This is an optimization exercise on Yosys and OpenROAD, whose aim is small area, not a production implementation.
The RTL was checked by simulation tests, not by an equivalence proof against the original design.
Power figures rest on the tool's default switching activity, not on a simulated workload.

Design DotProduct, start of the top module:
module DotProduct(
   input clk,
   input GlobalReset,
   input [18:0] A_0,
   input [18:0] A_1,
   input [18:0] A_2,
   input [18:0] A_3,
   input [18:0] A_4,
   input [18:0] A_5,
   input [18:0] A_6,
   input [18:0] A_7,
   input [18:0] A_8,
   input [18:0] A_9,
   input [9:0] B_0,
   input [9:0] B_1,
   input [9:0] B_2,
   input [9:0] B_3,
   input [9:0] B_4,
   input [9:0] B_5,
   input [9:0] B_6,
   input [9:0] B_7,
   input [9:0] B_8,
   input [9:0] B_9,
   output [25:0] value);
Size: ~320 I/O pins, ~0.0071 sq mm of cells after synthesis.
==> flow/config.mk <==
export PLATFORM = sky130hd
export DESIGN_NAME = DotProduct
export DESIGN_NICKNAME = DotProduct
export VERILOG_FILES = /design/flow/design.v
export SDC_FILE = /design/flow/constraint.sdc
export NUM_CORES = 4
export LEC_CHECK = 0
export CAP_MARGIN = 5
export CORE_MARGIN = 2
export CORE_UTILIZATION = 40
export CTS_BUF_LIST = sky130_fd_sc_hd__clkbuf_8 sky130_fd_sc_hd__clkbuf_16
export PLACE_DENSITY = 0.6
export SLEW_MARGIN = 5
==> flow/constraint.sdc <==
create_clock -name core_clock -period 6.0 [get_ports {clk}]
set_input_delay 1.2000 -clock core_clock [delete_from_list [all_inputs] [get_ports {clk}]]
set_output_delay 1.2000 -clock core_clock [all_outputs]
set_load 0.01 [all_outputs]
standard.sh (not shown) runs the stock make flow with config.mk's settings and CLKGATE_MAP_FILE= SYNTH_SCRIPT=/design/flow/synth_recipe.tcl, a recipe that flattens the netlist after the stock synthesis.
==> flow/flow/run.sh <==
#!/bin/bash
# Standard ORFS flow (the standard.sh) with these changes:
#  - synthesis maps logic with ABC's area mapper (flow/abc.script) instead of
#    ORFS's delay-oriented script; everything else in synthesis is unchanged
#    (synth_recipe.tcl and ORFS's synth.tcl, with only the abc call edited);
#  - Yosys synth runs without its own early abc pass (SYNTH_ARGS=-noabc), so
#    the full adders written in the RTL reach extract_fa unchanged;
#  - timing-driven global placement does not keep the resizer changes it
#    makes while placing (GPL_KEEP_OVERFLOW=0);
#  - after global routing, cells on paths with positive slack are downsized
#    (RECOVER_POWER=100);
#  - clock tree synthesis adds no dummy loads (CTS_ARGS: ORFS's own
#    arguments plus -dont_use_dummy_load);
#  - the port buffers are made from the smallest buffer cell.
# ORFS writes each step's own log under orfs/logs/; make's output goes to
# make_finish.log.
set -euo pipefail
HERE=$PWD
sed "s#^  log_cmd abc {\*}\$abc_args\$#  log_cmd abc {*}[lreplace \$abc_args 1 1 $HERE/flow/abc.script]#" \
  "$FLOW_HOME/scripts/synth.tcl" > synth_custom.tcl
grep -q "flow/abc.script" synth_custom.tcl
sed "s#\$::env(SCRIPTS_DIR)/synth.tcl#$HERE/synth_custom.tcl#" synth_recipe.tcl > synth_recipe_custom.tcl
grep -q "synth_custom.tcl" synth_recipe_custom.tcl
bash standard.sh SYNTH_SCRIPT=$HERE/synth_recipe_custom.tcl \
  SYNTH_ARGS=-noabc GPL_KEEP_OVERFLOW=0 RECOVER_POWER=100 \
  CTS_ARGS="-sink_clustering_enable -repair_clock_nets -buf_list {sky130_fd_sc_hd__clkbuf_8 sky130_fd_sc_hd__clkbuf_16} -dont_use_dummy_load" \
  BUFFER_PORTS_ARGS="-buffer_cell sky130_fd_sc_hd__buf_1" ${FLOW_EXTRA:-} finish > make_finish.log 2>&1
==> flow/flow/abc.script <==
strash; &get -n; &st; &dch; &nf -R 1000; &put; topo; stime -c
Rerun with:
--- a/flow/flow/run.sh
+++ b/flow/flow/run.sh
@@ -24,4 +24,4 @@
 bash standard.sh SYNTH_SCRIPT=$HERE/synth_recipe_custom.tcl \
   SYNTH_ARGS=-noabc GPL_KEEP_OVERFLOW=0 RECOVER_POWER=100 \
-  CTS_ARGS="-sink_clustering_enable -repair_clock_nets -buf_list {sky130_fd_sc_hd__clkbuf_8 sky130_fd_sc_hd__clkbuf_16} -dont_use_dummy_load" \
+  CTS_ARGS="-sink_clustering_enable -repair_clock_nets -buf_list {sky130_fd_sc_hd__clkbuf_4 sky130_fd_sc_hd__clkbuf_8} -dont_use_dummy_load" \
   BUFFER_PORTS_ARGS="-buffer_cell sky130_fd_sc_hd__buf_1" ${FLOW_EXTRA:-} finish > make_finish.log 2>&1
CORE_UTILIZATION = 45   (was 40)
CTS_BUF_LIST = sky130_fd_sc_hd__clkbuf_4 sky130_fd_sc_hd__clkbuf_8   (was sky130_fd_sc_hd__clkbuf_8 sky130_fd_sc_hd__clkbuf_16)
=>
- hold slack is better by 0.011 ns
- fmax came out lower by a few percent
- design area came out lower slightly
- via count came out higher by a few percent
- final cell count came out lower slightly
Rerun with:
--- a/flow/flow/run.sh
+++ b/flow/flow/run.sh
@@ -8,8 +8,4 @@
 #  - timing-driven global placement does not keep the resizer changes it
 #    makes while placing (GPL_KEEP_OVERFLOW=0);
-#  - after global routing, cells on paths with positive slack are downsized
-#    (RECOVER_POWER=100);
-#  - clock tree synthesis adds no dummy loads (CTS_ARGS: ORFS's own
-#    arguments plus -dont_use_dummy_load);
 #  - the port buffers are made from the smallest buffer cell.
 # ORFS writes each step's own log under orfs/logs/; make's output goes to
@@ -23,5 +19,3 @@
 grep -q "synth_custom.tcl" synth_recipe_custom.tcl
 bash standard.sh SYNTH_SCRIPT=$HERE/synth_recipe_custom.tcl \
-  SYNTH_ARGS=-noabc GPL_KEEP_OVERFLOW=0 RECOVER_POWER=100 \
-  CTS_ARGS="-sink_clustering_enable -repair_clock_nets -buf_list {sky130_fd_sc_hd__clkbuf_4 sky130_fd_sc_hd__clkbuf_8} -dont_use_dummy_load" \
-  BUFFER_PORTS_ARGS="-buffer_cell sky130_fd_sc_hd__buf_1" ${FLOW_EXTRA:-} finish > make_finish.log 2>&1
+  SYNTH_ARGS=-noabc GPL_KEEP_OVERFLOW=0 BUFFER_PORTS_ARGS="-buffer_cell sky130_fd_sc_hd__buf_1" ${FLOW_EXTRA:-} finish > make_finish.log 2>&1
CAP_MARGIN = 20   (was 5)
CORE_UTILIZATION = 40   (was 45)
SLEW_MARGIN = 20   (was 5)
First-iteration DRC count came out lower by 11%.
Total power rose by about 1.4%.
Via count came out lower by 4.0%.
Setup slack is better by 0.18 ns.
Rerun with:
--- a/flow/flow/run.sh
+++ b/flow/flow/run.sh
@@ -8,4 +8,6 @@
 #  - timing-driven global placement does not keep the resizer changes it
 #    makes while placing (GPL_KEEP_OVERFLOW=0);
+#  - after global routing, cells on paths with positive slack are downsized
+#    (RECOVER_POWER=100);
 #  - the port buffers are made from the smallest buffer cell.
 # ORFS writes each step's own log under orfs/logs/; make's output goes to
@@ -19,3 +21,3 @@
 grep -q "synth_custom.tcl" synth_recipe_custom.tcl
 bash standard.sh SYNTH_SCRIPT=$HERE/synth_recipe_custom.tcl \
-  SYNTH_ARGS=-noabc GPL_KEEP_OVERFLOW=0 BUFFER_PORTS_ARGS="-buffer_cell sky130_fd_sc_hd__buf_1" ${FLOW_EXTRA:-} finish > make_finish.log 2>&1
+  SYNTH_ARGS=-noabc GPL_KEEP_OVERFLOW=0 RECOVER_POWER=100 BUFFER_PORTS_ARGS="-buffer_cell sky130_fd_sc_hd__buf_1" ${FLOW_EXTRA:-} finish > make_finish.log 2>&1
CAP_MARGIN = 5   (was 20)
SLEW_MARGIN = 5   (was 20)
After rerunning: The changed run finished clean; worst setup slack got worse by 0.059 ns; routed wire length is lower by about 0.6%; clock skew barely changes; maximum frequency is lower by about 1%; first-iteration DRC count is lower by 18%; critical path depth is higher by 1; power is lower by about 0.65%; die area does not change; count of clock-buffer cells in the layout does not change; non-clock buffer count is lower by 3.
Rerun with:
--- a/flow/flow/run.sh
+++ b/flow/flow/run.sh
@@ -10,4 +10,6 @@
 #  - after global routing, cells on paths with positive slack are downsized
 #    (RECOVER_POWER=100);
+#  - clock tree synthesis adds no dummy loads (CTS_ARGS: ORFS's own
+#    arguments plus -dont_use_dummy_load);
 #  - the port buffers are made from the smallest buffer cell.
 # ORFS writes each step's own log under orfs/logs/; make's output goes to
@@ -21,3 +23,5 @@
 grep -q "synth_custom.tcl" synth_recipe_custom.tcl
 bash standard.sh SYNTH_SCRIPT=$HERE/synth_recipe_custom.tcl \
-  SYNTH_ARGS=-noabc GPL_KEEP_OVERFLOW=0 RECOVER_POWER=100 BUFFER_PORTS_ARGS="-buffer_cell sky130_fd_sc_hd__buf_1" ${FLOW_EXTRA:-} finish > make_finish.log 2>&1
+  SYNTH_ARGS=-noabc GPL_KEEP_OVERFLOW=0 RECOVER_POWER=100 \
+  CTS_ARGS="-sink_clustering_enable -repair_clock_nets -buf_list {sky130_fd_sc_hd__clkbuf_4 sky130_fd_sc_hd__clkbuf_8} -dont_use_dummy_load" \
+  BUFFER_PORTS_ARGS="-buffer_cell sky130_fd_sc_hd__buf_1" ${FLOW_EXTRA:-} finish > make_finish.log 2>&1
PLACE_DENSITY = 0.65   (was 0.6)
Result: Cell count drops by 0.67%. Sequential share of layout area barely changes. Global-route usage rose by 0.18 points. Sequential power barely changes. Synthesized area stays the same. Die area stays the same. Routed wire length drops by 0.49%. Design area shrinks by 0.45%.

---

DotProduct again, from the RTL that the note above started with.
clock: 6.0 ns
lec_check: 0
cap_margin: 20
core_margin: 2
core_utilization: 40
cts_buf_list: sky130_fd_sc_hd__clkbuf_4 sky130_fd_sc_hd__clkbuf_8
place_density: 0.6
slew_margin: 20
==> flow/flow/run.sh <==
#!/bin/bash
# Standard ORFS flow (the standard.sh) with two changes:
#  - synthesis maps logic with ABC's area mapper (flow/abc.script) instead of
#    ORFS's delay-oriented script; everything else in synthesis is unchanged
#    (synth_recipe.tcl and ORFS's synth.tcl, with only the abc call edited);
#  - the port buffers are made from the smallest buffer cell.
# ORFS writes each step's own log under orfs/logs/; make's output goes to
# make_finish.log.
set -euo pipefail
HERE=$PWD
sed "s#^  log_cmd abc {\*}\$abc_args\$#  log_cmd abc {*}[lreplace \$abc_args 1 1 $HERE/flow/abc.script]#" \
  "$FLOW_HOME/scripts/synth.tcl" > synth_custom.tcl
grep -q "flow/abc.script" synth_custom.tcl
sed "s#\$::env(SCRIPTS_DIR)/synth.tcl#$HERE/synth_custom.tcl#" synth_recipe.tcl > synth_recipe_custom.tcl
grep -q "synth_custom.tcl" synth_recipe_custom.tcl
bash standard.sh SYNTH_SCRIPT=$HERE/synth_recipe_custom.tcl \
  BUFFER_PORTS_ARGS="-buffer_cell sky130_fd_sc_hd__buf_1" ${FLOW_EXTRA:-} finish > make_finish.log 2>&1
Scripts as last shown in full above: flow/flow/abc.script
Next try:
--- a/flow/flow/run.sh
+++ b/flow/flow/run.sh
@@ -1,3 +1,3 @@
 #!/bin/bash
-# Standard ORFS flow (the standard.sh) with two changes:
+# Standard ORFS flow (the standard.sh) with these changes:
 #  - synthesis maps logic with ABC's area mapper (flow/abc.script) instead of
@@ -5,2 +5,8 @@
 #    (synth_recipe.tcl and ORFS's synth.tcl, with only the abc call edited);
+#  - Yosys synth runs without its own early abc pass (SYNTH_ARGS=-noabc), so
+#    the full adders written in the RTL reach extract_fa unchanged;
+#  - timing-driven global placement does not keep the resizer changes it
+#    makes while placing (GPL_KEEP_OVERFLOW=0);
+#  - the floorplan step only removes buffers instead of repairing timing
+#    before placement (REMOVE_ABC_BUFFERS=1); later steps repair as usual;
 #  - the port buffers are made from the smallest buffer cell.
@@ -16,2 +22,2 @@
 bash standard.sh SYNTH_SCRIPT=$HERE/synth_recipe_custom.tcl \
-  BUFFER_PORTS_ARGS="-buffer_cell sky130_fd_sc_hd__buf_1" ${FLOW_EXTRA:-} finish > make_finish.log 2>&1
+  SYNTH_ARGS=-noabc GPL_KEEP_OVERFLOW=0 REMOVE_ABC_BUFFERS=1 BUFFER_PORTS_ARGS="-buffer_cell sky130_fd_sc_hd__buf_1" ${FLOW_EXTRA:-} finish > make_finish.log 2>&1
--- a/flow/config.mk
+++ b/flow/config.mk
@@ -7,3 +7,3 @@
 export LEC_CHECK = 0
-export CAP_MARGIN = 20
+export CAP_MARGIN = 5
 export CORE_MARGIN = 2
@@ -12,2 +12,2 @@
 export PLACE_DENSITY = 0.6
-export SLEW_MARGIN = 20
+export SLEW_MARGIN = 5
The changed run completed without violations.
Hold slack stays flat.
Power went down by about 5.6%.
Worst setup slack loses 0.50 ns.
Routed wire length drops by 1.9%.

afterwards: timing with drivers on the ports:
The results above use ideal ports. As a check the final layouts listed here were re-extracted and re-timed, cells and wires unchanged.
Step 1 sets driving cells, clkbuf_16 on the clock port and buf_2 on the other inputs (assumed; they add their load-dependent delay and slew).
Step 2 also shifts input and output timing later by t, the mid clock arrival at the registers, as if the neighbouring blocks saw the same clock.
Slacks: ideal / step 1 / step 2; pairs: ideal / step 1.
run	t, ns	setup slack, ns	worst register clock-pin slew, ns
the first run of note 1	0.380	0.263 / 0.285 / -0.095	0.06 / 0.06
the second run of note 1	0.407	0.134 / 0.150 / -0.258	0.08 / 0.08
the third run of note 1	0.421	0.319 / 0.324 / -0.097	0.10 / 0.10
the fourth run of note 1	0.414	0.259 / 0.274 / -0.140	0.10 / 0.10
the fifth run of note 1	0.406	0.103 / 0.121 / -0.285	0.08 / 0.08
the first run of note 2	0.419	0.671 / 0.686 / 0.266	0.09 / 0.09
the second run of note 2	0.408	0.172 / 0.189 / -0.219	0.09 / 0.09
With both steps, setup timing fails in 6 of these runs, where it was met with ideal ports. For the third run of note 1, which loses most, drivers alone change the setup slack by +0.005 ns; drivers and shift together by -0.416 ns.
